Background: an optimization exercise with open tools, aiming at small area, a short achievable clock period and few clock cycles. Do not read the settings as production practice.
Where RTL was checked, it was by simulation tests only, not by an equivalence proof against the original.
For run 2, only the layout was checked, not whether the RTL still works.
Power figures rest on the tool's default switching activity, not on a simulated workload.

## flow/config.mk

```make
export PLATFORM = sky130hd
export DESIGN_NAME = top
export DESIGN_NICKNAME = top
export VERILOG_FILES = /design/flow/design.v
export SDC_FILE = /design/flow/constraint.sdc
export NUM_CORES = 4
export LEC_CHECK = 0
export ABC_AREA = 1
export CAP_MARGIN = 20
export CORE_MARGIN = 2
export CORE_UTILIZATION = 40
export SLEW_MARGIN = 20
```

## flow/constraint.sdc

```tcl
create_clock -name core_clock -period 24.0 [get_ports {clk}]
set_input_delay 4.8000 -clock core_clock [delete_from_list [all_inputs] [get_ports {clk}]]
set_output_delay 4.8000 -clock core_clock [all_outputs]
set_load 0.01 [all_outputs]
```

## flow/design.v

```verilog
module grayscale(
  input  [23:0] d,
  output [7:0]  q
  );
wire [11:0] r  = {4'b0000, d[7:0]};
wire [11:0] g  = {4'b0000, d[15:8]};
wire [11:0] b  = {4'b0000, d[23:16]};
wire [11:0] t0 = r;
wire [11:0] t1 = r << 2;
wire [11:0] t2 = g;
wire [11:0] t3 = g << 3;
wire [11:0] t4 = b << 1;
wire [11:0] s1 = t0 ^ t1 ^ t2;
wire [11:0] c1 = ((t0 & t1) | (t0 & t2) | (t1 & t2)) << 1;
wire [11:0] s2 = s1 ^ c1 ^ t3;
wire [11:0] c2 = ((s1 & c1) | (s1 & t3) | (c1 & t3)) << 1;
wire [11:0] s3 = s2 ^ c2 ^ t4;
wire [11:0] c3 = ((s2 & c2) | (s2 & t4) | (c2 & t4)) << 1;
wire [11:0] total = s3 + c3;
assign q = total[11:4];
endmodule
module sat_add(
  input  [7:0] a,
  input  [7:0] m,
  input        neg,
  output [7:0] q
  );
wire [8:0] r = {1'b0, a} + {1'b0, m ^ {8{neg}}} + {8'b0, neg};
wire       ovf = r[8] ^ neg;
assign q = ovf ? {8{~neg}} : r[7:0];
endmodule
module err_dif(
  input  [7:0] a,
  input  [6:0] c7,
  input  [6:0] ep,
  input        sp,
  input        m3,
  output [7:0] v,
  output       s,
  output [6:0] e
  );
wire [8:0] ep3 = {2'b00, ep} + {1'b0, ep, 1'b0};
wire [4:0] d3  = m3 ? ep3[8:4] : 5'd0;
wire [7:0] t;
sat_add u_t(.a(a), .m({3'b000, d3}), .neg(sp), .q(t));
sat_add u_v(.a(t), .m({2'b00, c7[5:0]}), .neg(c7[6]), .q(v));
assign s  = v[7];
assign e  = v[6:0] ^ {7{v[7]}};
endmodule
module controller #(
  parameter W  = 800,
  parameter H  = 600,
  parameter K  = 4,
  parameter AW = 19
  ) (
  input               clk,
  input               rst,
  output reg [AW-1:0] oa,
  output reg [AW-1:0] ia,
  output reg          rd,
  output reg          wr,
  output reg          done,
  output reg          a_sel,     
  output reg          idle,      
  output reg          lane_k,    
  output reg          x_last,    
  output reg          x_nlast    
  );
function integer lg2;
  input integer n;
  integer i;
  begin
    lg2 = 0;
    for (i = n - 1; i > 0; i = i >> 1)
      lg2 = lg2 + 1;
  end
endfunction
localparam integer CW  = lg2(K + 2);
localparam integer XW  = lg2(W);
localparam integer WK1 = W * (K + 1);
localparam [AW-1:0] D_RD   = W * K + K + 2;
localparam [AW-1:0] D_RDW  = W * K + K + 2 - WK1;
localparam [AW-1:0] D_L0   = -1;
localparam [AW-1:0] D_L0W  = WK1 - 1;
localparam [AW-1:0] D_LN   = -W - 1;
localparam [AW-1:0] D_LNW  = WK1 - W - 1;
localparam [AW-1:0] I_L3   = -3 * W - 3;
localparam [AW-1:0] I_L3W  = WK1 - 3 * W - 3;
localparam [AW-1:0] I_L4   = -4 * W - 3;
localparam [AW-1:0] I_L4W  = WK1 - 4 * W - 3;
localparam [AW-1:0] I_L0   = W * (K - 2) + K;
localparam [AW-1:0] I_L0W  = W * (K - 2) + K - WK1;
localparam [AW-1:0] OA0    = W * (H - 1) + W - 3 - K;
localparam [AW-1:0] N_PIX  = W * H;         
localparam [AW-1:0] N_RD   = W * (H - K);   
localparam [AW-1:0] LAST   = W - 1;         
reg [CW-1:0] c;
reg [XW-1:0] x0;
wire         x0_s  = (x0 < 16);
wire [3:0]   x0_l  = x0[3:0];
wire         x0_e  = (x0 == W - 1);
reg [CW-1:0] c_n;
reg [AW-1:0] doa, dia, oa_n;
reg [3:0]    dx;
reg          wa, wi, rd_n, wr_n, done_n;
always @(*) begin
  c_n = (c == K + 1) ? {CW{1'b0}} : c + 1'b1;
  if (c == 0) begin
    wa  = x0_s && x0_l < K + 2;
    doa = wa ? D_RDW : D_RD;
  end else begin
    wa  = x0_s && x0_l == c - 1;
    if (c == 1)
      doa = wa ? D_L0W : D_L0;
    else
      doa = wa ? D_LNW : D_LN;
  end
  oa_n = oa + doa;
  dx = x0_l - c;
  if (c_n == 0) begin
    wi  = x0_s && x0_l >= 1 && x0_l <= K;
    dia = wi ? I_L0W : I_L0;
  end else if (c_n == K) begin
    wi  = (x0_s && x0_l < K - 1) || x0_e;
    dia = wi ? I_L0W : I_L0;
  end else if (c_n == K + 1) begin
    wi  = x0_s && x0_l < K;
    dia = wi ? I_L0W : I_L0;
  end else if (c_n == 1) begin
    wi  = x0_s && x0_l < 3;
    dia = wi ? I_L3W : I_L3;
  end else begin
    wi  = x0_s && x0_l >= c && dx <= 2;
    dia = wi ? I_L4W : I_L4;
  end
  done_n = done || (wr && oa == LAST);
  rd_n = (c_n == 1) && (oa_n < N_RD) && !done_n;
  wr_n = (c_n != 1) && (oa_n < N_PIX) && !done_n;
end
always @(posedge clk) begin
  ia      <= oa_n + dia;
  a_sel   <= (c_n == 1) && (oa_n < N_RD);
  idle    <= (c_n == 0);
  lane_k  <= (c_n == K + 1);
  x_last  <= x0_s && x0_l == c;
  x_nlast <= (c == 0) ? x0_e : (x0_s && x0_l == c - 1);
end
always @(posedge clk or posedge rst) begin
  if (rst) begin
    c    <= 0;
    x0   <= W - 1;
    oa   <= OA0;
    rd   <= 1'b0;
    wr   <= 1'b0;
    done <= 1'b0;
  end else begin
    c    <= c_n;
    if (c == K + 1)
      x0 <= x0_e ? {XW{1'b0}} : x0 + 1'b1;
    oa   <= oa_n;
    rd   <= rd_n;
    wr   <= wr_n;
    done <= done_n;
  end
end
endmodule
module sipu_core #(
  parameter W  = 800,
  parameter H  = 600,
  parameter K  = 4,
  parameter AW = 19
  ) (
  input           clk,
  input           rst,
  input  [23:0]   in_mem_data,
  input  [7:0]    out_mem_data,
  output reg [7:0] mux_data,
  output          en_in_mem,
  output [AW-1:0] in_mem_addr,
  output          en_out_mem,
  output [AW-1:0] out_mem_addr,
  output          out_mem_read,
  output          out_mem_write,
  output          done
  );
localparam integer RW = 19;     
wire a_sel, idle, lane_k, x_last, x_nlast;
controller #(.W(W), .H(H), .K(K), .AW(AW)) ctrl(
  .clk(clk), .rst(rst), .oa(out_mem_addr), .ia(in_mem_addr),
  .rd(out_mem_read), .wr(out_mem_write), .done(done),
  .a_sel(a_sel), .idle(idle), .lane_k(lane_k), .x_last(x_last), .x_nlast(x_nlast));
assign en_in_mem  = 1'b1;
assign en_out_mem = 1'b1;
reg [RW*(K+1)-1:0] ring;
reg [RW:0]         tail;
reg [23:0]         in_q;
reg [7:0]          g1_q;     
reg [6:0]          e_q;      
reg                s_q;      
wire [RW-1:0] head = ring[RW-1:0];
wire [7:0]    a    = head[7:0];
wire [6:0]    c7   = head[18:12];
wire [7:0] v;
wire       s;
wire [6:0] e;
err_dif ed(.a(a), .c7(c7), .ep(e_q), .sp(s_q), .m3(!x_last),
           .v(v), .s(s), .e(e));
wire [9:0] ep5 = {3'b000, e_q} + {1'b0, e_q, 2'b00};
wire [2:0] d1n = x_nlast ? 3'd0 : e_q[6:4];
wire [3:0] d1_nx = ring[2*RW-8:2*RW-11];
wire [7:0] g, g1, a_calc;
grayscale gray(.d(in_q), .q(g));
sat_add u_g1(.a(g), .m({5'b00000, d1_nx[2:0]}), .neg(d1_nx[3]), .q(g1));
sat_add u_g5(.a(g1_q), .m({2'b00, ep5[9:4]}), .neg(s_q), .q(a_calc));
wire [7:0] a_n  = a_sel ? out_mem_data : a_calc;
wire [7:0] c7_n = (x_last || lane_k) ? 8'd0 : {s, e};
wire [3:0] d1_n = {s_q && !x_nlast, d1n};
wire [9:0] t7 = {tail[18:12], 3'b000} - {3'b000, tail[18:12]};
always @(posedge clk) begin
  tail     <= {c7_n, d1_n, a_n};
  ring     <= {tail[19], t7[9:4], tail[11:0], ring[RW*(K+1)-1:RW]};
  in_q     <= in_mem_data;
  g1_q     <= g1;
  e_q      <= idle ? 7'd0 : e;
  s_q      <= s && !idle;
  mux_data <= lane_k ? v : {8{s}};
end
endmodule
module top(clk,
           rst,
           done,
           in_mem_data,
           out_mem_data,
           mux_data,
           en_in_mem,
           in_mem_addr,
           en_out_mem,
           out_mem_addr,
           out_mem_read,
           out_mem_write
           );
  input  clk;
  input  rst;
  input  [23:0]  in_mem_data;
  input  [7:0]   out_mem_data;
  output [7:0]   mux_data;
  output         en_in_mem;
  output [31:0]  in_mem_addr;
  output         en_out_mem;
  output [31:0]  out_mem_addr;
  output         out_mem_read;
  output         out_mem_write;
  output done;
  wire [18:0] in_addr;
  wire [18:0] out_addr;
  assign in_mem_addr  = {13'd0, in_addr};
  assign out_mem_addr = {13'd0, out_addr};
  sipu_core #(.W(800), .H(600), .K(6), .AW(19)) core(
    .clk(clk), .rst(rst),
    .in_mem_data(in_mem_data), .out_mem_data(out_mem_data),
    .mux_data(mux_data),
    .en_in_mem(en_in_mem), .in_mem_addr(in_addr),
    .en_out_mem(en_out_mem), .out_mem_addr(out_addr),
    .out_mem_read(out_mem_read), .out_mem_write(out_mem_write),
    .done(done));
endmodule
```

## flow/flow/run.sh

```bash
#!/bin/bash
set -o pipefail
export BUFFER_PORTS_ARGS="-buffer_cell sky130_fd_sc_hd__buf_2"
export CTS_ARGS="-sink_clustering_enable -repair_clock_nets -dont_use_dummy_load -sink_clustering_size 26 -sink_clustering_max_diameter 90 -buf_list {sky130_fd_sc_hd__clkbuf_16}"
bash standard.sh > standard.log 2>&1
```

## flow/standard.sh

```bash
#!/bin/bash
# synth_recipe.tcl (not shown) runs the flow's synth.tcl, then flattens the netlist and writes it again
# the make line also repeats each setting of config.mk as NAME=value (left out here)
make -C /OpenROAD-flow-scripts/flow DESIGN_CONFIG=/design/flow/config.mk WORK_HOME=/design/flow/orfs CLKGATE_MAP_FILE= SYNTH_SCRIPT=/design/flow/synth_recipe.tcl "${@:-finish}"
```

==> summary.txt, run 1 <==
share of cells above drive strength 1: 0.135
Synth top area share: 0.379
mapped cell area: 11,700 um2
Synth Instances: 1,270
Num CTS Buffers: 15
vias in the first global route: 7,826
setup bufs post-CTS: 0
fmax: 165 MHz
setup repair after global routing missed its margin: no
Yosys top cell by area: dfxtp_1
grt total ovfl: 0
Post-synth top flop: dfxtp_1
critical path class: reg2out
Die Footprint: 30,600 um2
Worst-Margin Slew: 0.723 ns
Vias/cell: 4.60
reported net switching power: 0.000542 W
flops & latches, synth: 256
CTS root buf: clkbuf_16
Worst Path Required: 19.20 ns
hold path cells: 0
clock power share: 0.164
Worst Path Arrival: 1.26 ns
CP Buf/Inv Count: 1
port buffer count: 82
Relative slew margins: 0.517
worst hold slack: 0.306 ns
GRT Overall Usage: 0.144
PwrDens: 114 nW/um2
clock transition at the registers of the reported paths: 0.10 ns
I/O Pins: 111
pin count of the biggest net entering global routing: 36
CTS tree: built
drt drc: 0
sequential fraction of the synthesis area: 0.456
Worst R2R End: core.tail[12]
antenna violations before repair: 0
share of the clock period used by the worst path: 0.252
sequential power share: 0.420
Area contributors post-synth: dfxtp_1, ha_1, nand2_1, inv_1, dfstp_2
CTS H-Tree Depth: 1
Final Total Pwr: 0.00146 W
CTS sink cnt: 256
R2R cell count: 36
first-pass GRT wire length: 36.7 mm
routability cong.: 0.927
CP max FO: 9
status: finished clean
CP max stage cell: dfstp_2
Post-synth ARST share: 0.137
sw frac: 0.371
Clock Path Buffers: 3
hold bufs inserted after CTS: 0
area delta synth->final: 9.52%
reg2reg start: core.e_q[2]
Post-Place Cell Area: 12,400 um2
LEAKAGE: 6.16 nW
Antenna Nets Post-Route: 0
nets: 1,516
Worst VDD drop: 0.0782 mV
Fin Clk Skew: 0.0399 ns
Synth cell types: 56
dpl cells: 1,725
Diodes inserted: 0
nature of the critical path startpoint: flip-flop
Syn Area/Cell: 9.19 um2
Die H: 175 um
Setup Viol. Count Final: 0
Min-Delay Path Class: reg2reg
max-slew violation count: 0
Combinational Power Share: 0.416
DRT Pass-1 Iters: 5
number of synthesized flops with an enable pin: 0
Max Cap Violations: 0
Detailed Place HPWL: 17.0 mm
final cell count without fillers: 1,740
core area: 28,700 um2
final WL: 21.7 mm
die width: 175 um
Synth Warn #: 2
Avg WL per Cell: 12.4 um
Hold Crit Endpoint: core.ring[97]
crit path time final: 6.06 ns
routed via count: 8,009
cell count along the critical path: 1
design area: 12,800 um2
CTS resizes: 0
worst path cell trace: buf_2
initial core utilization: 0.406
r2r setup slk: 18.59 ns
CP Capture Type: output pin
Int Pwr: 0.000918 W
Hold Startpoint: core.ring[116]
Sum Neg Setup Slack: 0 ns
initial DRC count: 434
row count: 62
cell family with most CP delay: flip-flops
worst skew pair latency: 0.49 ns
Max stage delay on crit path: 0.63 ns
Hold Violations, Final: 0
[through the flow]
stage / setup slack (ns) / util
after floorplan: 18.46 / -
after global placement: 18.45 / 0.432
after detailed placement: 18.43 / 0.432
after CTS: 17.92 / 0.445
after global routing: 17.89 / 0.445
final: 17.94 / 0.445
[layout by cell type (no fill, tap or decap), drive strengths merged, types with 3 or more instances in the layout]
master	synthesis	routed
inv	175	175
a211oi	4	4
o21bai	13	13
o211ai	4	4
dfrtp	15	15
xnor2	20	20
dfxtp	221	221
fa	26	26
a31oi	6	6
clkbuf	4	15
dfstp	20	20
ha	98	98
nor4	6	6
conb	2	28
a21o	6	6
or2	8	8
nand3b	3	3
xor2	59	59
nor3	16	16
o21ai	49	49
nor2	97	97
buf	34	83
o31ai	3	3
nand2	217	217
a21oi	68	68
nand3	70	70
nand4	11	11
[registers in the layout (all words and copies together) (netlist names), 3 cells and up]
| name | flops |
|---|---|
| core.ring | 129 |
| core.in_q | 24 |
| core.tail | 20 |
| core.ctrl.ia | 19 |
| core.ctrl.oa | 19 |
| core.ctrl.x0 | 10 |
| core.g1_q | 8 |
| core.mux_data | 8 |
| core.e_q | 7 |
| core.ctrl.c | 3 |
[worst max path at each step]
stage                startpoint                to  slack, ns
3_5_place_dp   core.ctrl.oa[12]  out_mem_addr[12]      18.43
6_report       core.ctrl.oa[12]  out_mem_addr[12]      17.94
4_1_cts        core.ctrl.oa[12]  out_mem_addr[12]      17.92
3_3_place_gp   core.ctrl.oa[12]  out_mem_addr[12]      18.45
5_1_grt        core.ctrl.oa[12]  out_mem_addr[12]      17.89
2_1_floorplan               rst    core.ctrl.c[0]      18.46
[kinds of logic after synthesis]
group	after synthesis	synth area share
adder cells (fa/ha/maj)	124	0.150
AND/OR/NAND/NOR	435	0.175
buffers and inverters	213	0.0786
other	2	0.000644
XOR/XNOR	79	0.0606
AO/OA/AOI/OAI	161	0.0790
flip-flops	256	0.456
[area by class of cell]
cell class,instances,area [um2]
fillers,2807,15900
repair buffers,83,418
well taps,384,480
inverters,175,657
clock buffers,15,375
multi-input cells,827,5520
flip-flops and latches,256,5330
[synth_stat cells (4+ instances only)]
cell and number:
buf_2 4, nand3_2 9, o21ai_1 5, nor2_2 6
dfrtp_1 15, a21oi_1 67, a21o_1 6, a211oi_1 4
o21ai_0 43, or2_2 6, clkbuf_1 4, dfstp_2 20
nor4_1 6, nand2_1 199, ha_1 98, inv_1 164
nand3_1 58, nor2_1 88, nor3_1 12, xnor2_1 19
dfxtp_1 221, buf_4 28, inv_2 11, nand2_2 16
a31oi_1 6, nor3_2 4, o211ai_1 4, xor2_1 58
nand4_1 11, fa_1 26, o21bai_1 13
[per-layer routing]
layer / share of wire / vias up / global-route usage
met3: 0.040 / 30 / 0.0220
met2: 0.47 / 132 / 0.246
met5: 0 / - / 0
met1: 0.47 / 3662 / 0.192
li1: - / 4185 / -
met4: 0.019 / 0 / 0.0347
[power groups by stage]
stage | registers [W] | clock network [W] | logic [W]
floorplan | 0.000612 | 0 | 0.000482
global placement | 0.000622 | 0 | 0.000592
detailed placement | 0.000624 | 0 | 0.000600
CTS | 0.000616 | 0.000253 | 0.000605
global route | 0.000628 | 0.000267 | 0.000692
finish | 0.000613 | 0.000240 | 0.000607
Testbench counts, summed over its fixed seeds: cycles 2,560,228.
==> inputs of run 2 (changes only) <==
--- a/flow/design.v
+++ b/flow/design.v
@@ -256,5 +256,5 @@
   assign in_mem_addr  = {13'd0, in_addr};
   assign out_mem_addr = {13'd0, out_addr};
-  sipu_core #(.W(800), .H(600), .K(6), .AW(19)) core(
+  sipu_core #(.W(800), .H(600), .K(8), .AW(19)) core(
     .clk(clk), .rst(rst),
     .in_mem_data(in_mem_data), .out_mem_data(out_mem_data),
--- a/flow/config.mk
+++ b/flow/config.mk
@@ -6,5 +6,4 @@
 export NUM_CORES = 4
 export LEC_CHECK = 0
-export ABC_AREA = 1
 export CAP_MARGIN = 20
 export CORE_MARGIN = 2
==> run 2 against run 1 <==
Effect of this change:
- total power is 46% higher
- first-iteration DRC count fell by 22%
- clock skew fell by 0.010 ns
- sequential power is 19% higher
- count of clock-buffer cells in the layout rose by 1
- cell area rose by 6.6%
- sequential cell count increased by 39
- fmax is 0.83% lower
- worst hold slack better by 0.011 ns
- routed wire length increased by 5.5%
==> summary.txt, run 2 <==
status: finished clean
Synth top area share: 0.415 (+0.0360)
sw frac: 0.378 (+0.00648)
Setup Viol. Count Final: 0 (unchanged)
reported net switching power: 0.000804 W (+48%)
routed via count: 7,999 (-0.12%)
design area: 13,600 um2 (+6.6%)
initial core utilization: 0.407 (+0.000693)
Post-synth top flop: dfxtp_1
nature of the critical path startpoint: flip-flop
Hold Startpoint: core.ring[76]
setup repair after global routing missed its margin: no
pre-CTS WS: 17.97 ns (-0.458 ns)
R2R cell count: 25 (-31%)
mapped cell area: 12,500 um2 (+7.0%)
nets: 1,401 (-7.6%)
sequential power share: 0.344 (-0.076)
Worst Path Arrival: 6.49 ns (+5.23 ns)
CP Capture Type: flip-flop
cell family with most CP delay: compound AO/OA/AOI/OAI gates
first-pass GRT wire length: 38.4 mm (+4.8%)
Worst Path Required: 24.38 ns (+5.18 ns)
r2r setup slk: 17.89 ns (-0.70 ns)
grt total ovfl: 0 (unchanged)
Synth Instances: 1,163 (-8.4%)
CP max stage cell: o21ai_0
Int Pwr: 0.00132 W (+44%)
Hold Crit Endpoint: core.ring[57]
Synth Warn #: 2 (unchanged)
Die Footprint: 32,700 um2 (+6.9%)
Min-Delay Path Class: reg2reg
max reg flops: 167 (+29%)
CTS sink cnt: 295 (+15%)
Antenna Nets Post-Route: 0 (unchanged)
CP max FO: 7 (-2)
Max Cap Violations: 0 (unchanged)
Worst-Margin Slew: 1.02 ns (+0.298 ns)
Relative slew margins: 0.315 (-0.202)
Reg with most FFs: core.ring
pin count of the biggest net entering global routing: 37 (+2.8%)
LEAKAGE: 6.07 nW (-1.4%)
Fin Clk Skew: 0.0296 ns (-0.0103 ns)
Max stage delay on crit path: 0.51 ns (-0.12 ns)
DRT Pass-1 Iters: 5 (unchanged)
area delta synth->final: 9.05%
Diodes inserted: 0 (unchanged)
Hold Violations, Final: 0 (unchanged)
commonest non-fill, non-tap cell in the layout: dfxtp_1
Sum Neg Setup Slack: 0 ns (unchanged)
setup bufs post-CTS: 0 (unchanged)
Clock Path Buffers: 3 (unchanged)
clock transition at the registers of the reported paths: 0.09 ns (about the same)
Worst R2R End: core.e_q[3]
sequential fraction of the synthesis area: 0.489 (+0.0328)
Num CTS Buffers: 16 (+1)
Detailed Place HPWL: 17.4 mm (+2.6%)
most frequent cells in the layout: dfxtp_1, ha_1, buf_2, nor2_1, xnor2_1
share of cells above drive strength 1: 0.118 (-0.0165)
port buffer count: 82 (unchanged)
flops & latches, synth: 295 (+15%)
core area: 30,700 um2 (+6.9%)
CTS resizes: 0 (unchanged)
Area contributors post-synth: dfxtp_1, ha_1, xnor2_1, dfstp_2, fa_1
dominant cell by count in the synthesized netlist: dfxtp_1
initial DRC count: 339 (-22%)
final WL: 22.8 mm (+5.5%)
Vias/cell: 4.89 (+6.2%)
CTS H-Tree Depth: 1 (unchanged)
drt drc: 0 (unchanged)
Combinational Power Share: 0.533 (+0.117)
crit path time final: 6.11 ns (+0.0507 ns)
Yosys top cell by area: dfxtp_1
fillcell total: 2,918 (+4.0%)
hold bufs inserted after CTS: 0 (unchanged)
fmax: 164 MHz (-0.83%)
clock power share: 0.124 (-0.040)
CP Buf/Inv Count: 0 (-1)
vias in the first global route: 7,853 (+0.35%)
Syn Area/Cell: 10.7 um2 (+17%)
Die H: 181 um (+3.4%)
cell count along the critical path: 25 (+24)
row count: 64 (+3.2%)
hold path cells: 0 (unchanged)
number of synthesized flops with an enable pin: 0 (unchanged)
top cells by count, synth: dfxtp_1, ha_1, nor2_1
antenna violations before repair: 0 (unchanged)
CTS root buf: clkbuf_16
most used cell, CP: o21ai_0
max-slew violation count: 0 (unchanged)
share of the clock period used by the worst path: 0.254 (+0.00211)
Post-synth ARST share: 0.122 (-0.0147)
Worst VDD drop: 0.0842 mV (+7.6%)
Synth cell types: 80 (+43%)
Avg WL per Cell: 14.0 um (+12%)
routability cong.: 0.861 (-7.1%)
Top Registers: core.ring x167, core.in_q x24, core.tail x20
PwrDens: 156 nW/um2 (+37%)
GRT Overall Usage: 0.141 (-0.00342)
I/O Pins: 111 (unchanged)
critical path class: reg2reg
reg2reg start: core.e_q[3]
worst skew pair latency: 0.49 ns (about the same)
setup ws final: 17.89 ns (-0.0507 ns)
die width: 181 um (+3.4%)
Post-Place Cell Area: 13,200 um2 (+6.6%)
CTS tree: built
==> run 2: changes by cell type in the layout (fill, tap and decap cells not counted), moves of 26 or more <==
| cell | change |
|---|---|
| nand2_1 | -135 |
| inv_1 | -103 |
| xnor2_1 | +48 |
| nand3_1 | -41 |
| dfxtp_1 | +38 |
| xor2_1 | -26 |
==> run 2: layer usage <==
layer	track usage	share of wire	vias up
met1	0.194	0.48	3733
met5	0	0	-
met3	0.0216	0.038	29
met4	0.0326	0.016	0
met2	0.233	0.46	133
li1	-	-	4104
==> run 2: metrics by stage <==
stage	total power, W	hold slack, ns	util	instances
finish	0.00213	0.317	0.444	1637
global route	0.00234	0.320	0.444	1637
CTS	0.00216	0.321	0.444	1637
global placement	0.00187	0.311	0.431	1621
floorplan	0.00166	0.310	-	1189
detailed placement	0.00189	0.312	0.431	1621
==> run 2: cell type report <==
cell class,instances,area [um2],share of cell area
clock buffer,16,400,0.0294
inverter,64,240,0.0176
multi-input combinational,781,5940,0.436
sequential,295,6110,0.449
tap,396,495,0.0364
timing repair buffer,85,433,0.0318
==> run 2: worst max path at each step <==
stage           startpoint     endpoint  slack (ns)
6_report       core.e_q[3]  core.e_q[3]       17.89
5_1_grt        core.e_q[3]  core.e_q[3]       16.95
4_1_cts        core.e_q[3]  core.e_q[3]       17.90
3_5_place_dp   core.e_q[3]  core.e_q[3]       17.97
3_3_place_gp   core.e_q[3]  core.e_q[3]       18.02
2_1_floorplan  core.e_q[2]  core.e_q[0]       18.41
==> run 2: kinds of logic after synthesis <==
group	Yosys count	synth area share
buffers and inverters	113	0.0430
xor gates and xnor gates	101	0.0726
muxes	22	0.0189
DFF	295	0.489
adders and majority gates	139	0.151
AOI/OAI and AO/OA	212	0.113
other	2	0.000601
and+or+nand+nor	279	0.112
==> run 2: power groups by stage <==
stage	registers (W)	clock network (W)	logic [W]
CTS	0.000737	0.000276	0.00115
global route	0.000751	0.000293	0.00130
floorplan	0.000725	0	0.000930
finish	0.000732	0.000263	0.00113
detailed placement	0.000746	0	0.00114
global placement	0.000744	0	0.00113
==> inputs of run 3 (changes only) <==
--- a/flow/design.v
+++ b/flow/design.v
@@ -256,5 +256,5 @@
   assign in_mem_addr  = {13'd0, in_addr};
   assign out_mem_addr = {13'd0, out_addr};
-  sipu_core #(.W(800), .H(600), .K(8), .AW(19)) core(
+  sipu_core #(.W(800), .H(600), .K(6), .AW(19)) core(
     .clk(clk), .rst(rst),
     .in_mem_data(in_mem_data), .out_mem_data(out_mem_data),
==> flow/flow/run.sh (replaced) <==
#!/bin/bash
set -o pipefail
export BUFFER_PORTS_ARGS="-buffer_cell sky130_fd_sc_hd__buf_1"
export CTS_ARGS="-sink_clustering_enable -repair_clock_nets -dont_use_dummy_load -sink_clustering_size 26 -sink_clustering_max_diameter 90 -buf_list {sky130_fd_sc_hd__clkbuf_16}"
bash standard.sh > standard.log 2>&1
==> run 3 against run 2 <==
Effect of this change:
- total power is 28% lower
- count of clock-buffer cells in the layout is the same
- clock power shrank 5%
- cell area fell by 8.4%
- final cell count decreased by 6.0%
- non-clock buffer count decreased by 2
- clock skew rose by 0.028 ns
- synthesized area decreased by 8.0%
- fmax grew 1.2%
- largest cell class is now multi-input gates
- highest routed layer unchanged
==> summary.txt, run 3 <==
multi-input logic area: 5720 um2 (-3.8%)
nature of the critical path startpoint: flip-flop
setup bufs post-CTS: 0 (unchanged)
Post-Place Cell Area: 12,100 um2 (-8.6%)
port buffer count: 82 (unchanged)
routability cong.: 0.817 (-5.2%)
CTS H-Tree Depth: 1 (unchanged)
Min-Delay Path Class: reg2reg
LEAKAGE: 5.37 nW (-12%)
share of cells above drive strength 1: 0.0641 (-0.0544)
Synth top area share: 0.385 (-0.0303)
critical path class: reg2out
grt total ovfl: 0 (unchanged)
Area contributors post-synth: dfxtp_1, ha_1, xnor2_1, dfstp_2, fa_1
Top Registers: core.ring x129, core.in_q x24, core.tail x20
CP Capture Type: output pin
Die Footprint: 30,100 um2 (-7.8%)
sequential fraction of the synthesis area: 0.463 (-0.0260)
area delta synth->final: 8.58%
pre-CTS WS: 18.09 ns (+0.121 ns)
CP max stage cell: dfstp_2
CTS root buf: clkbuf_16
CP Buf/Inv Count: 1 (+1)
commonest non-fill, non-tap cell in the layout: dfxtp_1
initial DRC count: 281 (-17%)
Die H: 174 um (-4.0%)
Post-synth ARST share: 0.137 (+0.0147)
Hold Violations, Final: 0 (unchanged)
Syn Area/Cell: 10.7 um2 (-0.61%)
cell family with most CP delay: flip-flops
DRT Pass-1 Iters: 4 (-1)
Antenna Nets Post-Route: 0 (unchanged)
setup repair after global routing missed its margin: no
Synth cell types: 73 (-8.8%)
worst path cell trace: buf_1
clock transition at the registers of the reported paths: 0.09 ns (about the same)
core area: 28,500 um2 (-7.2%)
CTS sink cnt: 256 (-13%)
row count: 62 (-3.1%)
Sum Neg Setup Slack: 0 ns (unchanged)
PwrDens: 122 nW/um2 (-22%)
flops & latches, synth: 256 (-13%)
CP max FO: 3 (-4)
most frequent cells in the layout: dfxtp_1, ha_1, buf_1, xnor2_1, inv_1
Post-synth top flop: dfxtp_1
max reg flops: 129 (-23%)
CTS tree: built
final WL: 21.3 mm (-6.7%)
dominant cell by count in the synthesized netlist: dfxtp_1
Detailed Place HPWL: 16.1 mm (-7.4%)
top cells by count, synth: dfxtp_1, ha_1, xnor2_1
hold bufs inserted after CTS: 0 (unchanged)
Reg with most FFs: core.ring
Worst Path Arrival: 1.23 ns (-5.26 ns)
Worst Path Required: 19.20 ns (-5.18 ns)
Max Cap Violations: 0 (unchanged)
die width: 174 um (-4.0%)
Relative slew margins: 0.325 (+0.00955)
initial core utilization: 0.404 (-0.00344)
Fin Clk Skew: 0.0574 ns (+0.0279 ns)
fmax: 166 MHz (+1.2%)
Worst VDD drop: 0.0717 mV (-15%)
pin count of the biggest net entering global routing: 36 (-2.7%)
Synth Instances: 1,077 (-7.4%)
max-slew violation count: 0 (unchanged)
I/O Pins: 111 (unchanged)
nets: 1,315 (-6.1%)
Max stage delay on crit path: 0.55 ns (+0.04 ns)
Num CTS Buffers: 16 (unchanged)
routed via count: 7,384 (-7.7%)
setup ws final: 17.97 ns (+0.0752 ns)
GRT Overall Usage: 0.145 (+0.00377)
Yosys top cell by area: dfxtp_1
Synth Warn #: 2 (unchanged)
Worst-Margin Slew: 1.00 ns (-0.0174 ns)
first-pass GRT wire length: 35.8 mm (-6.8%)
mapped cell area: 11,500 um2 (-8.0%)
number of synthesized flops with an enable pin: 0 (unchanged)
worst skew pair latency: 0.50 ns (about the same)
antenna violations before repair: 0 (unchanged)
Clock Path Buffers: 3 (unchanged)
fillcell total: 2,738 (-6.2%)
status: finished clean
Setup Viol. Count Final: 0 (unchanged)
drt drc: 0 (unchanged)
crit path time final: 6.03 ns (-0.0752 ns)
Avg WL per Cell: 13.8 um (-0.80%)
vias in the first global route: 7,261 (-7.5%)
design area: 12,500 um2 (-8.4%)
CTS resizes: 0 (unchanged)
Vias/cell: 4.80 (-1.8%)
share of the clock period used by the worst path: 0.251 (-0.00313)
Register Area: 5330 um2 (-13%)
Diodes inserted: 0 (unchanged)
[run 3: path summary, 6_finish.rpt]
kind	startpoint	to	slack, ns	cells past startpoint
min in group asynchronous	rst	core.ctrl.x0[5]	4.38	3
worst min register to register	core.ring[105]	core.ring[86]	0.30	0
worst max-delay path	core.ctrl.oa[1]	out_mem_addr[1]	17.97	1
worst max register to register	core.e_q[2]	core.mux_data[2]	18.04	22
max in group asynchronous	rst	core.ctrl.oa[9]	19.23	3
worst min-delay path	core.ring[105]	core.ring[86]	0.30	0
[run 3: logic make-up (layout without fill, tap and decap cells)]
group,Yosys count,count (layout),synth area share
muxes,9,9,0.00816
DFF,256,256,0.463
buffers and inverters,112,164,0.0480
adders and majority gates,139,139,0.165
other,2,28,0.000653
xor gates and xnor gates,105,105,0.0800
and+or+nand+nor,248,248,0.109
AOI/OAI and AO/OA,206,206,0.126
[run 3: worst register-to-register path, stage by stage (launching register included)]
cell and delay, ns:
dfxtp_1 0.35, ha_1 0.34, a21oi_2 0.23, a21oi_2 0.12, nor3_2 0.31, mux2_2 0.40
fa_1 0.43, a211oi_1 0.34, o21ai_1 0.14, a21oi_1 0.32, maj3_1 0.26, o21bai_1 0.09
fa_1 0.40, a21o_1 0.20, a21oi_1 0.21, o21bai_1 0.08, a21oi_1 0.26, a211o_1 0.35
o21a_1 0.15, mux2i_1 0.10, a22oi_4 0.36, and2b_4 0.30, a31oi_2 0.05
[run 3: cell type report]
class	count	area share
multi-input cells	735	0.458
flip-flops and latches	256	0.427
well taps	384	0.0385
clock buffers	16	0.0321
repair buffers	83	0.0253
inverters	65	0.0195
[run 3: power breakdown]
group / total (W) / leakage (nW) / switching (W) / internal [W]
logic: 0.000653 / 2.93 / 0.000362 / 0.000291
clock network: 0.000250 / 0.197 / 0.000131 / 0.000119
registers: 0.000622 / 2.24 / 0.0000486 / 0.000574
total: 0.00152 / 5.37 / 0.000541 / 0.000983
[run 3: metrics by stage]
stage,hold WS (ns),std cells,total power (W),util
detailed placement,0.312,1523,0.00128,0.424
CTS,0.298,1539,0.00154,0.438
global placement,0.310,1523,0.00128,0.424
finish,0.301,1539,0.00152,0.438
global route,0.294,1539,0.00166,0.438
floorplan,0.310,1103,0.00116,-
[run 3: routing by layer]
layer / vias to the layer above / GRT usage / part of all wire
li1: 3793 / - / -
met4: 0 / 0.0374 / 0.022
met5: - / 0 / 0
met3: 29 / 0.0208 / 0.031
met1: 3463 / 0.200 / 0.49
met2: 99 / 0.238 / 0.45
Testbench counts of run 3, summed over its fixed seeds: cycles 2,560,228.
==> inputs of run 4 (changes only) <==
==> flow/flow/run.sh (replaced) <==
#!/bin/bash
set -o pipefail
export BUFFER_PORTS_ARGS="-buffer_cell sky130_fd_sc_hd__buf_2"
export CTS_ARGS="-sink_clustering_enable -repair_clock_nets -dont_use_dummy_load -sink_clustering_size 26 -sink_clustering_max_diameter 90 -buf_list {sky130_fd_sc_hd__clkbuf_16}"
export SETUP_SLACK_MARGIN=18.1
bash standard.sh > standard.log 2>&1
==> run 4 against run 3 <==
Effect of this change:
- still clean on timing, DRC and antenna
- fmax rose by 0.95%
- sequential cell count is the same
- via count increased by 0.65%
- utilization grew 1.3 points
- synthesized area is the same
- clock power down 3%
- sequential power hardly changed
- final cell count grew 1.2%
- die area unchanged
- first-iteration DRC count up 23%
- count of clock-buffer cells in the layout decreased by 1
- worst hold slack improved by 0.0024 ns
==> summary.txt, run 4 <==
I/O Pins: 111 (unchanged)
vias in the first global route: 7,277 (+0.22%)
routability cong.: 0.817 (about the same)
CP Capture Type: output pin
design area: 12,900 um2 (+3.0%)
Synth cell types: 73 (unchanged)
Relative slew margins: 0.250 (-0.0747)
drt drc: 0 (unchanged)
top cells by count, synth: dfxtp_1, ha_1, xnor2_1
CTS tree: built
setup ws final: 18.03 ns (+0.0569 ns)
clock transition at the registers of the reported paths: 0.09 ns (about the same)
Yosys top cell by area: dfxtp_1
Reg with most FFs: core.ring
Avg WL per Cell: 14.0 um (+0.99%)
commonest non-fill, non-tap cell in the layout: dfxtp_1
Sum Neg Setup Slack: 0 ns (unchanged)
Hold Violations, Final: 0 (unchanged)
initial DRC count: 346 (+23%)
max reg flops: 129 (unchanged)
CTS sink cnt: 256 (unchanged)
status: finished clean
flops & latches, synth: 256 (unchanged)
routed via count: 7,432 (+0.65%)
mapped cell area: 11,500 um2 (unchanged)
CTS H-Tree Depth: 1 (unchanged)
clock power share: 0.156 (-0.008)
Syn Area/Cell: 10.7 um2 (unchanged)
fillcell total: 2,687 (-1.9%)
most frequent cells in the layout: dfxtp_1, ha_1, xnor2_1, buf_2, inv_1
Die Footprint: 30,100 um2 (unchanged)
cell family with most CP delay: flip-flops
Synth Warn #: 2 (unchanged)
setup repair after global routing missed its margin: yes
DRT Pass-1 Iters: 4 (unchanged)
max-slew violation count: 0 (unchanged)
share of cells above drive strength 1: 0.157 (+0.0927)
Worst Path Arrival: 1.17 ns (-0.06 ns)
grt total ovfl: 0 (unchanged)
Synth Instances: 1,077 (unchanged)
CP max stage cell: dfstp_2
Post-Place Cell Area: 12,200 um2 (+0.85%)
Setup Viol. Count Final: 0 (unchanged)
Int Pwr: 0.00100 W (+2.0%)
first-pass GRT wire length: 36.1 mm (+0.81%)
Worst-Margin Slew: 1.11 ns (+0.111 ns)
number of synthesized flops with an enable pin: 0 (unchanged)
Post-synth top flop: dfxtp_1
Worst VDD drop: 0.0751 mV (+4.7%)
Top Registers: core.ring x129, core.in_q x24, core.tail x20
LEAKAGE: 5.69 nW (+6.0%)
worst skew pair latency: 0.50 ns (about the same)
PwrDens: 121 nW/um2 (-1.1%)
dominant cell by count in the synthesized netlist: dfxtp_1
fmax: 167 MHz (+0.95%)
nets: 1,334 (+1.4%)
pre-CTS WS: 18.09 ns (-0.00590 ns)
Min-Delay Path Class: reg2reg
area delta synth->final: 11.8%
Final Total Pwr: 0.00155 W (+1.8%)
final WL: 21.8 mm (+2.2%)
worst path cell trace: buf_6
reported net switching power: 0.000550 W (+1.7%)
die width: 174 um (unchanged)
Vias/cell: 4.77 (-0.58%)
antenna violations before repair: 0 (unchanged)
initial core utilization: 0.404 (unchanged)
Antenna Nets Post-Route: 0 (unchanged)
Worst Path Required: 19.20 ns (about the same)
Fin Clk Skew: 0.0327 ns (-0.0248 ns)
share of the clock period used by the worst path: 0.249 (-0.00237)
pin count of the biggest net entering global routing: 36 (unchanged)
CP Buf/Inv Count: 1 (unchanged)
Post-synth ARST share: 0.137 (unchanged)
Area contributors post-synth: dfxtp_1, ha_1, xnor2_1, dfstp_2, fa_1
Clock Path Buffers: 3 (unchanged)
sequential fraction of the synthesis area: 0.463 (unchanged)
crit path time final: 5.97 ns (-0.0569 ns)
Max Cap Violations: 0 (unchanged)
Synth top area share: 0.385 (unchanged)
Num CTS Buffers: 15 (-1)
Diodes inserted: 0 (unchanged)
GRT Overall Usage: 0.146 (+0.00102)
Die H: 174 um (unchanged)
CP max FO: 2 (-1)
row count: 62 (unchanged)
critical path class: reg2out
Combinational Power Share: 0.443 (+0.015)
sw frac: 0.354 (-0.000647)
worst hold slack: 0.303 ns (+0.00239 ns)
CTS root buf: clkbuf_16
Detailed Place HPWL: 16.1 mm (+0.11%)
nature of the critical path startpoint: flip-flop
port buffer count: 82 (unchanged)
core area: 28,500 um2 (unchanged)
sequential power share: 0.401 (-0.007)
Max stage delay on crit path: 0.59 ns (+0.04 ns)
[run 4: cell counts after synthesis]
Identical to the previous run, type by type.
[run 4: layer usage]
| layer | vias up | share of wire | GRT usage |
|---|---|---|---|
| li1 | 3828 | - | - |
| met1 | 3460 | 0.48 | 0.199 |
| met2 | 113 | 0.46 | 0.247 |
| met3 | 31 | 0.033 | 0.0219 |
| met4 | 0 | 0.019 | 0.0279 |
| met5 | - | 0 | 0 |
[run 4: what timing repair did]
| action | CTS | global route |
|---|---|---|
| hold endpoints to repair | 0 | 0 |
| endpoints found under the setup margin | 20 | 35 |
| resized for setup | 17 | 11 |
| pin swaps | 0 | 3 |
| hold buffers | 0 | 0 |
| setup buffers | 13 | 7 |
[run 4: power by group through the flow]
stage | Sequential (W) | Clock (W) | Combinational, W
2_1_floorplan | 0.000614 | 0 | 0.000542
3_3_place_gp | 0.000633 | 0 | 0.000646
3_5_place_dp | 0.000635 | 0 | 0.000652
4_1_cts | 0.000627 | 0.000253 | 0.000658
5_1_grt | 0.000639 | 0.000269 | 0.000784
6_report | 0.000622 | 0.000242 | 0.000688
[run 4: logic make-up (layout without fill, tap and decap cells)]
kind of cell             Yosys count  in the layout  synth area share
adder cells (fa/ha/maj)          139            139             0.165
flip-flops                       256            256             0.463
AO/OA/AOI/OAI                    206            206             0.126
XOR/XNOR                         105            105            0.0800
AND/OR/NAND/NOR                  248            248             0.109
buffers and inverters            112            183            0.0480
other                              2             28          0.000653
multiplexers                       9              9           0.00816
[run 4: final timing paths]
kind                       cells after the start          endpoint             from  slack, ns
setup / recovery                               1   out_mem_addr[4]  core.ctrl.oa[4]      18.03
hold / removal                                 0     core.ring[86]   core.ring[105]       0.30
setup reg to reg                              24  core.mux_data[1]      core.e_q[2]      18.51
hold reg to reg                                0     core.ring[86]   core.ring[105]       0.30
max in group asynchronous                      3   core.ctrl.x0[0]              rst      19.18
min in group asynchronous                      3      core.ctrl.rd              rst       4.43
[run 4: layout make-up]
| cell class | instances | area (um2) | area share |
|---|---|---|---|
| Sequential cell | 256 | 5330 | 0.414 |
| Clock buffer | 15 | 375 | 0.0292 |
| Tap cell | 384 | 480 | 0.0374 |
| Inverter | 65 | 244 | 0.0190 |
| Timing Repair Buffer | 103 | 668 | 0.0520 |
| Multi-Input combinational cell | 735 | 5760 | 0.448 |
[run 4: through the flow]
step                      instances  utilization
final                          1558        0.452
after global routing           1558        0.452
after CTS                      1551        0.448
after detailed placement       1523        0.428
after global placement         1523        0.428
after floorplan                1103            -
==> inputs of run 5 (changes only) <==
==> flow/flow/run.sh (replaced) <==
#!/bin/bash
set -o pipefail
export BUFFER_PORTS_ARGS="-buffer_cell sky130_fd_sc_hd__buf_2"
export CTS_ARGS="-sink_clustering_enable -repair_clock_nets -dont_use_dummy_load -sink_clustering_size 26 -sink_clustering_max_diameter 90 -buf_list {sky130_fd_sc_hd__clkbuf_16}"
bash standard.sh > standard.log 2>&1
--- a/flow/config.mk
+++ b/flow/config.mk
@@ -6,4 +6,5 @@
 export NUM_CORES = 4
 export LEC_CHECK = 0
+export ABC_CLOCK_PERIOD_IN_PS = 6000
 export CAP_MARGIN = 20
 export CORE_MARGIN = 2
==> run 5 against run 4 <==
Effect of this change:
- still clean
- register-to-register slack got worse by 0.42 ns
- global-route usage down 0.37 points
- critical path depth did not move
- cell area fell by 2.3%
- count of clock-buffer cells in the layout is the same
- via count is 1.1% lower
- critical path type unchanged
- largest power group unchanged
==> summary.txt, run 5 <==
antenna violations before repair: 0 (unchanged)
Setup Viol. Count Final: 0 (unchanged)
Worst R2R End: core.mux_data[1]
Diodes inserted: 0 (unchanged)
drt drc: 0 (unchanged)
fillcell total: 2,705 (+0.67%)
reported net switching power: 0.000539 W (-2.0%)
Worst VDD drop: 0.0734 mV (-2.2%)
cell count along the critical path: 1 (unchanged)
Yosys top cell by area: dfxtp_1
Detailed Place HPWL: 16.1 mm (unchanged)
final cell count without fillers: 1,538 (-1.3%)
commonest non-fill, non-tap cell in the layout: dfxtp_1
number of synthesized flops with an enable pin: 0 (unchanged)
worst path cell trace: buf_2
crit path time final: 6.01 ns (+0.0385 ns)
Worst Path Required: 19.20 ns (about the same)
cell family with most CP delay: flip-flops
CTS H-Tree Depth: 1 (unchanged)
max reg flops: 129 (unchanged)
Max Used Layer: met4
final WL: 21.1 mm (-2.9%)
setup repair after global routing missed its margin: no
sequential fraction of the synthesis area: 0.463 (unchanged)
Die Footprint: 30,100 um2 (unchanged)
Avg WL per Cell: 13.7 um (-1.6%)
first-pass GRT wire length: 35.4 mm (-2.1%)
LEAKAGE: 5.56 nW (-2.3%)
reg2reg start: core.e_q[2]
Syn Area/Cell: 10.7 um2 (unchanged)
status: finished clean
I/O Pins: 111 (unchanged)
CTS sink cnt: 256 (unchanged)
Max stage delay on crit path: 0.54 ns (-0.05 ns)
CP max FO: 6 (+4)
Die H: 174 um (unchanged)
clock transition at the registers of the reported paths: 0.09 ns (about the same)
Relative slew margins: 0.277 (+0.0269)
worst hold slack: 0.300 ns (-0.00309 ns)
CP Capture Type: output pin
met3 WL: 652 um (-10%)
CTS tree: built
area delta synth->final: 9.25%
grt total ovfl: 0 (unchanged)
clock power share: 0.160 (+0.004)
routability cong.: 0.817 (unchanged)
Reg with most FFs: core.ring
hold bufs inserted after CTS: 0 (unchanged)
Min-Delay Path Class: reg2reg
nets: 1,314 (-1.5%)
nature of the critical path startpoint: flip-flop
Worst Path Arrival: 1.21 ns (+0.04 ns)
Post-synth ARST share: 0.137 (unchanged)
dominant cell by count in the synthesized netlist: dfxtp_1
DRT Pass-1 Iters: 4 (unchanged)
Post-Place Cell Area: 12,200 um2 (unchanged)
Synth top area share: 0.385 (unchanged)
Top Registers: core.ring x129, core.in_q x24, core.tail x20
most frequent cells in the layout: dfxtp_1, ha_1, buf_2, xnor2_1, inv_1
Fin Clk Skew: 0.0351 ns (+0.00249 ns)
Area contributors post-synth: dfxtp_1, ha_1, xnor2_1, dfstp_2, fa_1
Clock Path Buffers: 3 (unchanged)
r2r setup slk: 18.09 ns (-0.42 ns)
CTS root buf: clkbuf_16
CP max stage cell: dfrtp_1
dpl cells: 1,523 (unchanged)
Combinational Power Share: 0.430 (-0.013)
Int Pwr: 0.000978 W (-2.4%)
max-slew violation count: 0 (unchanged)
sw frac: 0.355 (+0.000926)
vias in the first global route: 7,162 (-1.6%)
row count: 62 (unchanged)
initial core utilization: 0.404 (unchanged)
pin count of the biggest net entering global routing: 36 (unchanged)
share of cells above drive strength 1: 0.134 (-0.0224)
flops & latches, synth: 256 (unchanged)
critical path class: reg2out
initial DRC count: 320 (-7.5%)
Sum Neg Setup Slack: 0 ns (unchanged)
design area: 12,600 um2 (-2.3%)
Synth Warn #: 2 (unchanged)
CTS resizes: 0 (-17)
Metal-1 WL: 10.3 mm (-2.0%)
sequential power share: 0.410 (+0.009)
mapped cell area: 11,500 um2 (unchanged)
die width: 174 um (unchanged)
worst skew pair latency: 0.50 ns (about the same)
Num CTS Buffers: 15 (unchanged)
port buffer count: 82 (unchanged)
Synth cell types: 73 (unchanged)
fmax: 166 MHz (-0.64%)
PwrDens: 121 nW/um2 (about the same)
Hold Violations, Final: 0 (unchanged)
share of the clock period used by the worst path: 0.251 (+0.00160)
top cells by count, synth: dfxtp_1, ha_1, xnor2_1
Max Cap Violations: 0 (unchanged)
Final Util: 0.441 (-0.0104)
Antenna Nets Post-Route: 0 (unchanged)
core area: 28,500 um2 (unchanged)
crit path to: out_mem_addr[3]
routed wl met2: 9.79 mm (-3.3%)
Synth Instances: 1,077 (unchanged)
setup bufs post-CTS: 0 (-13)
GRT Overall Usage: 0.142 (-0.00372)
CP Buf/Inv Count: 1 (unchanged)
R2R cell count: 25 (+4.2%)
CP startpoint: core.ctrl.oa[3]
Post-synth top flop: dfxtp_1
Worst-Margin Slew: 1.07 ns (-0.0400 ns)
Vias/cell: 4.78 (+0.14%)
routed via count: 7,347 (-1.1%)
## run 5: cell counts after synthesis
Identical to the previous run, type by type.
## run 5: routing by layer
metal,vias to the layer above,global-route usage
li1,3790,-
met1,3426,0.193
met2,102,0.241
met3,29,0.0206
met4,0,0.0286
met5,-,0
## run 5: kinds of logic (layout without fill, tap and decap cells)
group,count (synthesis),in the layout,synth area share
other,2,28,0.000653
buffers and inverters,112,163,0.0480
multiplexers,9,9,0.00816
AO/OA/AOI/OAI,206,206,0.126
adder cells (fa/ha/maj),139,139,0.165
flip-flops,256,256,0.463
XOR/XNOR,105,105,0.0800
AND/OR/NAND/NOR,248,248,0.109
## run 5: power by group through the flow
stage	clock network [W]	registers (W)	logic (W)
floorplan	0	0.000614	0.000542
global placement	0	0.000633	0.000646
detailed placement	0	0.000635	0.000652
CTS	0.000253	0.000627	0.000658
global route	0.000268	0.000638	0.000749
finish	0.000242	0.000623	0.000652
## run 5: layout make-up
| type | instances | area (um2) | area share |
|---|---|---|---|
| Inverter | 65 | 244 | 0.0194 |
| Multi-Input combinational cell | 735 | 5720 | 0.455 |
| Clock buffer | 15 | 375 | 0.0299 |
| Timing Repair Buffer | 83 | 418 | 0.0333 |
| Sequential cell | 256 | 5330 | 0.424 |
| Tap cell | 384 | 480 | 0.0383 |
## run 5: how the worst min path moves through the flow
stage / startpoint / endpoint / slack [ns] / cells after the start
2_1_floorplan: core.ring[19] / core.ring[0] / 0.31 / 0
3_3_place_gp: core.ring[112] / core.ring[93] / 0.31 / 0
3_5_place_dp: core.ring[120] / core.ring[101] / 0.31 / 0
4_1_cts: core.ring[105] / core.ring[86] / 0.31 / 0
5_1_grt: core.ring[105] / core.ring[86] / 0.31 / 0
6_report: core.ring[105] / core.ring[86] / 0.30 / 0
## run 5: metrics by stage
step,power [W],worst slack [ns]
detailed placement,0.00129,18.09
global route,0.00166,17.54
finish,0.00152,17.99
CTS,0.00154,17.98
floorplan,0.00116,18.46
global placement,0.00128,18.23
==> inputs of run 6 (changes only) <==
--- a/flow/config.mk
+++ b/flow/config.mk
@@ -6,5 +6,5 @@
 export NUM_CORES = 4
 export LEC_CHECK = 0
-export ABC_CLOCK_PERIOD_IN_PS = 6000
+export ABC_CLOCK_PERIOD_IN_PS = 4500
 export CAP_MARGIN = 20
 export CORE_MARGIN = 2
==> run 6 against run 5 <==
Effect of this change:
- largest power group unchanged
- sequential power hardly changed
- synthesized cell count did not move
- register-to-register slack is essentially flat
- utilization did not move
- synthesized area unchanged
- worst hold slack unchanged
- critical endpoint unchanged
- critical path depth unchanged
- cell area did not move
- clock power barely moved
- setup slack stayed put
==> summary.txt, run 6 <==
status: finished clean
CP max stage cell: dfrtp_1
combinational family with the most area after synthesis: adder cells
flops & latches, synth: 256 (unchanged)
Setup Viol. Count Final: 0 (unchanged)
Hold Violations, Final: 0 (unchanged)
Reg with most FFs: core.ring
LEAKAGE: 5.56 nW (unchanged)
mapped cell area: 11,500 um2 (unchanged)
CP Buf/Inv Count: 1 (unchanged)
area delta synth->final: 9.25% (unchanged)
Yosys top cell by area: dfxtp_1
Fin Clk Skew: 0.0351 ns (unchanged)
crit path time final: 6.01 ns (unchanged)
CTS root buf: clkbuf_16
nets: 1,314 (unchanged)
Synth cell types: 73 (unchanged)
Worst-Margin Slew: 1.07 ns (unchanged)
antenna violations before repair: 0 (unchanged)
clock transition at the registers of the reported paths: 0.09 ns (about the same)
final WL: 21.1 mm (unchanged)
initial DRC count: 320 (unchanged)
cell family with most CP delay: flip-flops
routed via count: 7,347 (unchanged)
top cells by count, synth: dfxtp_1, ha_1, xnor2_1
commonest non-fill, non-tap cell in the layout: dfxtp_1
mux contribution to synthesized area: 0.00816 (unchanged)
setup repair after global routing missed its margin: no
sequential fraction of the synthesis area: 0.463 (unchanged)
worst path cell trace: buf_2
CP max FO: 6 (unchanged)
setup bufs post-CTS: 0 (unchanged)
Syn Area/Cell: 10.7 um2 (unchanged)
Final Util: 0.441 (unchanged)
hold bufs inserted after CTS: 0 (unchanged)
hold path cells: 0 (unchanged)
dominant cell by count in the synthesized netlist: dfxtp_1
PwrDens: 121 nW/um2 (unchanged)
Max stage delay on crit path: 0.54 ns (about the same)
Die Footprint: 30,100 um2 (unchanged)
R2R cell count: 25 (unchanged)
xor/xnor share of the synthesized area: 0.0800 (unchanged)
Num CTS Buffers: 15 (unchanged)
Vias/cell: 4.78 (unchanged)
Area contributors post-synth: dfxtp_1, ha_1, xnor2_1, dfstp_2, fa_1
Post-Synth Simple-Gate Area: 0.109 (unchanged)
Worst Path Arrival: 1.21 ns (about the same)
number of synthesized flops with an enable pin: 0 (unchanged)
CTS sink cnt: 256 (unchanged)
critical path class: reg2out
Antenna Nets Post-Route: 0 (unchanged)
Avg WL per Cell: 13.7 um (unchanged)
max-slew violation count: 0 (unchanged)
core area: 28,500 um2 (unchanged)
Final Total Pwr: 0.00152 W (unchanged)
Synth top area share: 0.385 (unchanged)
port buffer count: 82 (unchanged)
pin count of the biggest net entering global routing: 36 (unchanged)
CTS tree: built
die width: 174 um (unchanged)
GRT Overall Usage: 0.142 (unchanged)
Die H: 174 um (unchanged)
row count: 62 (unchanged)
Relative slew margins: 0.277 (unchanged)
Post-synth ARST share: 0.137 (unchanged)
Synth Warn #: 2 (unchanged)
post-synthesis adder-cell area fraction: 0.165 (unchanged)
CP Capture Type: output pin
Synth Instances: 1,077 (unchanged)
nature of the critical path startpoint: flip-flop
Clock Path Buffers: 3 (unchanged)
I/O Pins: 111 (unchanged)
max reg flops: 129 (unchanged)
first-pass GRT wire length: 35.4 mm (unchanged)
Min-Delay Path Class: reg2reg
drt drc: 0 (unchanged)
Detailed Place HPWL: 16.1 mm (unchanged)
Worst Path Required: 19.20 ns (about the same)
CTS resizes: 0 (unchanged)
Max Cap Violations: 0 (unchanged)
Worst VDD drop: 0.0734 mV (unchanged)
CTS H-Tree Depth: 1 (unchanged)
initial core utilization: 0.404 (unchanged)
Post-synth top flop: dfxtp_1
Sum Neg Setup Slack: 0 ns (unchanged)
grt total ovfl: 0 (unchanged)
Diodes inserted: 0 (unchanged)
share of the clock period used by the worst path: 0.251 (unchanged)
share of cells above drive strength 1: 0.134 (unchanged)
post-synthesis compound-gate area fraction: 0.126 (unchanged)
fmax: 166 MHz (unchanged)
most frequent cells in the layout: dfxtp_1, ha_1, buf_2, xnor2_1, inv_1
DRT Pass-1 Iters: 4 (unchanged)
vias in the first global route: 7,162 (unchanged)
routability cong.: 0.817 (unchanged)
fillcell total: 2,705 (unchanged)
worst skew pair latency: 0.50 ns (about the same)
cell count along the critical path: 1 (unchanged)
Top Registers: core.ring x129, core.in_q x24, core.tail x20
[run 6: cell counts after synthesis]
No cell type changed its count.
[run 6: cell families after synthesis]
group,count (synthesis)
mux,9
buf+inv,112
flops,256
xor+xnor,105
fa+ha+maj,139
compound gates,206
other cells,2
simple gates,248
[run 6: per-stage QoR]
stage | area [um2] | hold WS (ns) | std cells | worst slack [ns]
floorplan | 11600 | 0.310 | 1103 | 18.46
global placement | 12200 | 0.310 | 1523 | 18.23
detailed placement | 12200 | 0.312 | 1523 | 18.09
CTS | 12600 | 0.309 | 1538 | 17.98
global route | 12600 | 0.314 | 1538 | 17.54
finish | 12600 | 0.300 | 1538 | 17.99
[run 6: path summary, 6_finish.rpt]
path | slack (ns) | startpoint | to
max | 17.99 | core.ctrl.oa[3] | out_mem_addr[3]
min | 0.30 | core.ring[105] | core.ring[86]
max reg2reg | 18.09 | core.e_q[2] | core.mux_data[1]
min reg2reg | 0.30 | core.ring[105] | core.ring[86]
max in group asynchronous | 19.18 | rst | core.ctrl.x0[0]
min in group asynchronous | 4.43 | rst | core.ctrl.x0[5]
[run 6: cell type report]
| class | count | area, um2 | share of cell area |
|---|---|---|---|
| clock buffer | 15 | 375 | 0.0299 |
| multi-input combinational | 735 | 5720 | 0.455 |
| tap | 384 | 480 | 0.0383 |
| sequential | 256 | 5330 | 0.424 |
| inverter | 65 | 244 | 0.0194 |
| timing repair buffer | 83 | 418 | 0.0333 |
[run 6: layer usage]
layer | track usage | share of wire | up-vias
li1 | - | - | 3790
met1 | 0.193 | 0.49 | 3426
met2 | 0.241 | 0.46 | 102
met3 | 0.0206 | 0.031 | 29
met4 | 0.0286 | 0.019 | 0
met5 | 0 | 0 | -
[run 6: report_power, final]
group / internal (W) / switching [W]
Sequential: 0.000573 / 0.0000490
Combinational: 0.000293 / 0.000359
Clock: 0.000112 / 0.000130
Total: 0.000978 / 0.000539
==> inputs of run 7 (changes only) <==
--- a/flow/config.mk
+++ b/flow/config.mk
@@ -6,5 +6,4 @@
 export NUM_CORES = 4
 export LEC_CHECK = 0
-export ABC_CLOCK_PERIOD_IN_PS = 4500
 export CAP_MARGIN = 20
 export CORE_MARGIN = 2
==> run 7 against run 6 <==
Effect of this change:
- critical path depth unchanged
- die area unchanged
- global-route usage unchanged
- critical path type unchanged
- largest power group unchanged
==> summary.txt, run 7 <==
CTS resizes: 0 (unchanged)
R2R cell count: 25 (unchanged)
Synth cell types: 73 (unchanged)
Relative slew margins: 0.277 (unchanged)
commonest non-fill, non-tap cell in the layout: dfxtp_1
Reg with most FFs: core.ring
post-synthesis adder-cell area fraction: 0.165 (unchanged)
hold path cells: 0 (unchanged)
CTS tree: built
Die H: 174 um (unchanged)
Sum Neg Setup Slack: 0 ns (unchanged)
final WL: 21.1 mm (unchanged)
xor/xnor share of the synthesized area: 0.0800 (unchanged)
I/O Pins: 111 (unchanged)
port buffer count: 82 (unchanged)
critical path class: reg2out
CP Buf/Inv Count: 1 (unchanged)
dpl cells: 1,523 (unchanged)
DRT Pass-1 Iters: 4 (unchanged)
worst skew pair latency: 0.50 ns (about the same)
CP Capture Type: output pin
flops & latches, synth: 256 (unchanged)
number of synthesized flops with an enable pin: 0 (unchanged)
nature of the critical path startpoint: flip-flop
Fin Clk Skew: 0.0351 ns (unchanged)
hold bufs inserted after CTS: 0 (unchanged)
Synth Instances: 1,077 (unchanged)
Hold Violations, Final: 0 (unchanged)
Setup Viol. Count Final: 0 (unchanged)
GRT Overall Usage: 0.142 (unchanged)
drt drc: 0 (unchanged)
mapped cell area: 11,500 um2 (unchanged)
Vias/cell: 4.78 (unchanged)
final cell count without fillers: 1,538 (unchanged)
design area: 12,600 um2 (unchanged)
core area: 28,500 um2 (unchanged)
die width: 174 um (unchanged)
top cells by count, synth: dfxtp_1, ha_1, xnor2_1
r2r setup slk: 18.09 ns (about the same)
Die Footprint: 30,100 um2 (unchanged)
most frequent cells in the layout: dfxtp_1, ha_1, buf_2, xnor2_1, inv_1
Post-synth ARST share: 0.137 (unchanged)
Syn Area/Cell: 10.7 um2 (unchanged)
Avg WL per Cell: 13.7 um (unchanged)
vias in the first global route: 7,162 (unchanged)
Area contributors post-synth: dfxtp_1, ha_1, xnor2_1, dfstp_2, fa_1
nets: 1,314 (unchanged)
Worst VDD drop: 0.0734 mV (unchanged)
max-slew violation count: 0 (unchanged)
clock transition at the registers of the reported paths: 0.09 ns (about the same)
cell family with most CP delay: flip-flops
met3 WL: 652 um (unchanged)
initial core utilization: 0.404 (unchanged)
Synth top area share: 0.385 (unchanged)
share of the clock period used by the worst path: 0.251 (unchanged)
Clock Path Buffers: 3 (unchanged)
Worst Path Required: 19.20 ns (about the same)
CTS root buf: clkbuf_16
LEAKAGE: 5.56 nW (unchanged)
Num CTS Buffers: 15 (unchanged)
cell count along the critical path: 1 (unchanged)
grt total ovfl: 0 (unchanged)
area delta synth->final: 9.25% (unchanged)
max reg flops: 129 (unchanged)
PwrDens: 121 nW/um2 (unchanged)
Antenna Nets Post-Route: 0 (unchanged)
setup repair after global routing missed its margin: no
Worst-Margin Slew: 1.07 ns (unchanged)
CP max stage cell: dfrtp_1
routed wl met2: 9.79 mm (unchanged)
routability cong.: 0.817 (unchanged)
fmax: 166 MHz (unchanged)
post-synthesis compound-gate area fraction: 0.126 (unchanged)
Yosys top cell by area: dfxtp_1
mux contribution to synthesized area: 0.00816 (unchanged)
Top Registers: core.ring x129, core.in_q x24, core.tail x20
CP max FO: 6 (unchanged)
Post-synth top flop: dfxtp_1
antenna violations before repair: 0 (unchanged)
Detailed Place HPWL: 16.1 mm (unchanged)
combinational family with the most area after synthesis: adder cells
Worst Path Arrival: 1.21 ns (about the same)
crit path time final: 6.01 ns (unchanged)
Post-Place Cell Area: 12,200 um2 (unchanged)
Post-Synth Simple-Gate Area: 0.109 (unchanged)
worst path cell trace: buf_2
pin count of the biggest net entering global routing: 36 (unchanged)
Min-Delay Path Class: reg2reg
CTS H-Tree Depth: 1 (unchanged)
routed via count: 7,347 (unchanged)
Max stage delay on crit path: 0.54 ns (about the same)
fillcell total: 2,705 (unchanged)
Max Cap Violations: 0 (unchanged)
status: finished clean
initial DRC count: 320 (unchanged)
share of cells above drive strength 1: 0.134 (unchanged)
CTS sink cnt: 256 (unchanged)
worst hold slack: 0.300 ns (unchanged)
Metal-1 WL: 10.3 mm (unchanged)
row count: 62 (unchanged)
Synth Warn #: 2 (unchanged)
dominant cell by count in the synthesized netlist: dfxtp_1
Max Used Layer: met4
Diodes inserted: 0 (unchanged)
sequential fraction of the synthesis area: 0.463 (unchanged)
setup bufs post-CTS: 0 (unchanged)
first-pass GRT wire length: 35.4 mm (unchanged)
==> run 7: layout make-up <==
cell class / count / area [um2] / share of cell area
Clock buffer: 15 / 375 / 0.0299
Inverter: 65 / 244 / 0.0194
Tap cell: 384 / 480 / 0.0383
Sequential cell: 256 / 5330 / 0.424
Timing Repair Buffer: 83 / 418 / 0.0333
Multi-Input combinational cell: 735 / 5720 / 0.455
==> run 7: cell families (layout without fill, tap and decap cells) <==
family	after synthesis	after routing
flip-flops	256	256
AND/OR/NAND/NOR	248	248
AO/OA/AOI/OAI	206	206
adder cells (fa/ha/maj)	139	139
buffers and inverters	112	163
XOR/XNOR	105	105
multiplexers	9	9
other	2	28
==> run 7: worst paths after layout <==
kind / from / end
worst max-delay path: core.ctrl.oa[3] / out_mem_addr[3]
worst min-delay path: core.ring[105] / core.ring[86]
worst max register to register: core.e_q[2] / core.mux_data[1]
worst min register to register: core.ring[105] / core.ring[86]
max in group asynchronous: rst / core.ctrl.x0[0]
min in group asynchronous: rst / core.ctrl.x0[5]
==> run 7: power by group <==
| part | internal, W | switching, W |
|---|---|---|
| clock network | 0.000112 | 0.000130 |
| registers | 0.000573 | 0.0000490 |
| logic | 0.000293 | 0.000359 |
| total | 0.000978 | 0.000539 |
==> run 7: stage by stage <==
step	setup WS [ns]	power [W]	util
after floorplan	18.46	0.00116	-
after global placement	18.23	0.00128	0.428
after detailed placement	18.09	0.00129	0.428
after CTS	17.98	0.00154	0.441
after global routing	17.54	0.00166	0.441
final	17.99	0.00152	0.441
==> run 7: layer usage <==
layer	track usage	up-vias
li1	-	3790
met1	0.193	3426
met2	0.241	102
met3	0.0206	29
met4	0.0286	0
met5	0	-

-- static timing again, ports no longer ideal --
In the flow no input, the clock included, has a driving cell. The finished layouts below were timed again as built, in two steps.
Step 1 (the two cells are an assumption about what drives the block):
set clk [get_ports {clk}]
set_driving_cell -lib_cell sky130_fd_sc_hd__clkbuf_16 $clk
set_driving_cell -lib_cell sky130_fd_sc_hd__buf_2 [delete_from_list [all_inputs] $clk]
Step 2 also shifts input and output timing later by t, the mid clock arrival at the registers, as if the neighbouring blocks saw the same clock.
a / b / c = ideal ports / drivers / drivers and shift; a / b = the first two.
run | t (ns) | setup WS [ns] | worst setup path at the end | clock arrival spread, ns
run 1 | 0.516 | 17.944 / 17.896 / 18.413 | register to output | 0.041 / 0.041
run 2 | 0.522 | 17.893 / 17.893 / 17.893 | register to register | 0.032 / 0.032
run 3 | 0.516 | 17.968 / 17.923 / 18.037 | register to register | 0.061 / 0.061
run 4 | 0.514 | 18.025 / 17.979 / 18.494 | register to output | 0.059 / 0.059
run 5 | 0.515 | 17.987 / 17.941 / 18.092 | register to register | 0.062 / 0.062
run 6 | 0.515 | 17.987 / 17.941 / 18.092 | register to register | 0.062 / 0.062
run 7 | 0.515 | 17.987 / 17.941 / 18.092 | register to register | 0.062 / 0.062
After both steps every run listed still meets setup and hold.
